Source: an optimization exercise on an open RTL-to-GDS flow (aim: small area). Production flows keep margins and buffers that such runs may drop. The RTL was checked by simulation tests, not by an equivalence proof against the original design.

== build 66 ==
## tx_upconverter
module tx_upconverter(
  input clk,
  input rst,
  input [31:0] frequency,
  input signed [19:0] x_real,
  input signed [19:0] x_imag,
  output req,
  output signed [15:0] out_I,
  output signed [15:0] out_Q
  );
Settings: LEC_CHECK=0, CAP_MARGIN=20, CORE_MARGIN=2, CORE_UTILIZATION=40, CTS_CLUSTER_DIAMETER=100, CTS_CLUSTER_SIZE=30, SLEW_MARGIN=20; clock period 6.0 ns.
run.sh (not shown) runs the stock make flow with config.mk's settings and CLKGATE_MAP_FILE= SYNTH_SCRIPT=/design/flow/synth_recipe.tcl, a recipe that flattens the netlist after the stock synthesis.
For build 21, these inputs were changed with respect to build 66:
Settings: a change of CORE_UTILIZATION from 40 to 60.
Area growth from synthesis to final layout, build 21 and build 66: smaller value in build 21. Number of antenna diodes was lower in build 21 than in build 66. Compared with build 66, build 21 improves die area.
Here is what was changed in the inputs of build 23 compared with build 21.
Settings: CTS_CLUSTER_SIZE changed from 30 to 28; CTS_CLUSTER_DIAMETER changed from 100 to 90; CORE_UTILIZATION changed from 60 to 40.
Cell count came out higher on build 23 than on build 21. Global-route usage, build 23 and build 21: higher on build 21. Comparing build 23 and build 21, the lower time the final worst path needs with I/O delays and setup is on build 21. Between build 23 and build 21, the total wire length does not differ in any meaningful way. | maximum operating frequency | build 21 vs build 23 | ≈ equal |.

========
tx_upconverter, a different RTL version from the one above (not shown whole).
Size: about 2,000 flip-flops, roughly 110 I/O pins, roughly 91,000 um^2 of cells after synthesis.
Settings: LEC_CHECK=0, CAP_MARGIN=20, CORE_MARGIN=2, CORE_UTILIZATION=55, CTS_BUF_LIST=sky130_fd_sc_hd__clkbuf_4 sky130_fd_sc_hd__clkbuf_8, CTS_CLUSTER_SIZE=20, SLEW_MARGIN=20; clock period 6.0 ns.
The starting point produced a clean layout.
==> next run, changes <==
- CORE_UTILIZATION: 55 -> 40
- CTS_BUF_LIST: sky130_fd_sc_hd__clkbuf_4 sky130_fd_sc_hd__clkbuf_8 -> sky130_fd_sc_hd__clkbuf_4
- CTS_CLUSTER_SIZE: 20 -> not set
=> Utilization goes down by 17 points. Final area is about the same. Setup slack is better by 0.0074 ns. Critical path depth does not change. Routed wire length barely changes. Clock skew is about the same. Worst hold slack gains 0.016 ns. Die area rises by well over a third.
==> next run, changes <==
- CTS_BUF_LIST: sky130_fd_sc_hd__clkbuf_4 -> not set
Effect: Cell area climbs by about 0.64%. Core utilization goes up by 0.29 points. Worst hold slack gains 0.018 ns. Sequential cell count is unchanged. Non-clock buffer count climbs by 5. Worst setup slack got worse by 0.069 ns. Via count fell by about 4.3%. Routed wire length is lower by about 2.3%. Fmax decreases by 1.2%.

========
## v42
tx_upconverter, a different RTL version from the one above (not shown whole).
Size in the first run: roughly 1900 flip-flops, roughly 0.089 mm2 of cells after synthesis.
Settings: LEC_CHECK=0, CAP_MARGIN=20, CORE_MARGIN=2, CORE_UTILIZATION=60, CTS_CLUSTER_DIAMETER=100, CTS_CLUSTER_SIZE=30, SLEW_MARGIN=20, TNS_END_PERCENT=30; clock period 6.0 ns.
The following lists how v20 was set up differently from v42:
- clearing TNS_END_PERCENT, which used to be 30
Findings:
- Total wire length after detailed routing was higher in v20 than in v42.
- In v20 relative to v42, total of clock buffers placed in the layout had gone down by a few percent.
- Highest achievable clock rate of v42 is on par with v20.
- v20 against v42: relative slew slack shows a reduction of 1.7 points; antenna diode count comparable.
Changes in v23 relative to v20:
- GPL_TIMING_DRIVEN now 0, previously not set
[summary]
Per the comparison of v23 with v20, final clock period utilization by the worst path shows an increase of 1.0 points, number of setup buffers added after CTS shows an increase of 7. Of v23 and v20, the lower maximum single-stage delay on the critical path belongs to v20. HPWL after detailed placement on v23 is behind v20. Comparing v20 against v23, there is no change at all in area after synthesis.

========
RTL: one of the versions met above, not the one the previous note started from.
For scale: about 7,300 cells after synthesis, roughly 2,000 flip-flops, ~110 I/O pins, about 90,000 um2 of cells after synthesis.
clock: 6.0 ns
lec_check: 0
cap_margin: 20
core_margin: 2
core_utilization: 40
cts_cluster_diameter: 80
cts_cluster_size: 25
slew_margin: 20
The first run finished clean.
Edit:
Settings changed: CORE_UTILIZATION 40 to 70, CTS_CLUSTER_DIAMETER 80 to 100, CTS_CLUSTER_SIZE 25 to 30.
Clock skew is lower by 27 ps.
Worst setup slack degrades by 52 ps.
Edit:
Settings changed: CORE_UTILIZATION 70 to 40, CTS_CLUSTER_DIAMETER 100 to unset, CTS_CLUSTER_SIZE 30 to unset.
After rerunning: The new run completed without violations; core utilization fell by 29 points; count of clock-buffer cells in the layout rose by 197; die area is higher by 74%; via count climbs by 1.4%; worst setup slack improved by 38 ps; flip-flop and latch count does not change; global-route usage decreases by 9.0 points.

port drivers added, routing unchanged:
No port has a modelled driver above. Below, the same layouts with a new extraction and two added sets of constraints.
Step 1 sets driving cells, clkbuf_16 on the clock port and buf_2 on the other inputs (assumed; they add their load-dependent delay and slew).
Step 2 times the ports against the registers' clock, not the clock port: input delays grow and output delays shrink by t, the midpoint of the rising clock arrivals with the driver on.
Three values: ideal, step 1, step 2; two values: the first two.
run | shift t [ns] | setup slack, ns | latest minus earliest clock arrival (ns)
build 66 | 0.798 | 0.200 / 0.264 / -0.534 | 0.071 / 0.071
build 21 | 0.788 | 0.223 / 0.270 / -0.518 | 0.044 / 0.044
build 23 | 0.832 | 0.218 / 0.282 / -0.550 | 0.033 / 0.032
the first run of note 2 | 1.073 | 0.267 / 0.267 / -0.747 | 0.104 / 0.104
the second run of note 2 | 1.339 | 0.274 / 0.274 / -0.819 | 0.113 / 0.114
the third run of note 2 | 0.892 | 0.205 / 0.267 / -0.625 | 0.038 / 0.038
v42 | 0.795 | 0.189 / 0.229 / -0.566 | 0.052 / 0.052
v20 | 0.789 | 0.185 / 0.229 / -0.560 | 0.033 / 0.032
v23 | 0.774 | 0.123 / 0.172 / -0.601 | 0.044 / 0.045
the first run of note 4 | 0.829 | 0.217 / 0.284 / -0.544 | 0.083 / 0.083
the second run of note 4 | 0.778 | 0.165 / 0.211 / -0.568 | 0.034 / 0.035
the third run of note 4 | 0.894 | 0.203 / 0.267 / -0.627 | 0.066 / 0.066
With both steps, setup timing fails in every run listed, where it was met with ideal ports. For the second run of note 2, which loses most, drivers alone change the setup slack by 0.000 ns; drivers and shift together by -1.093 ns.
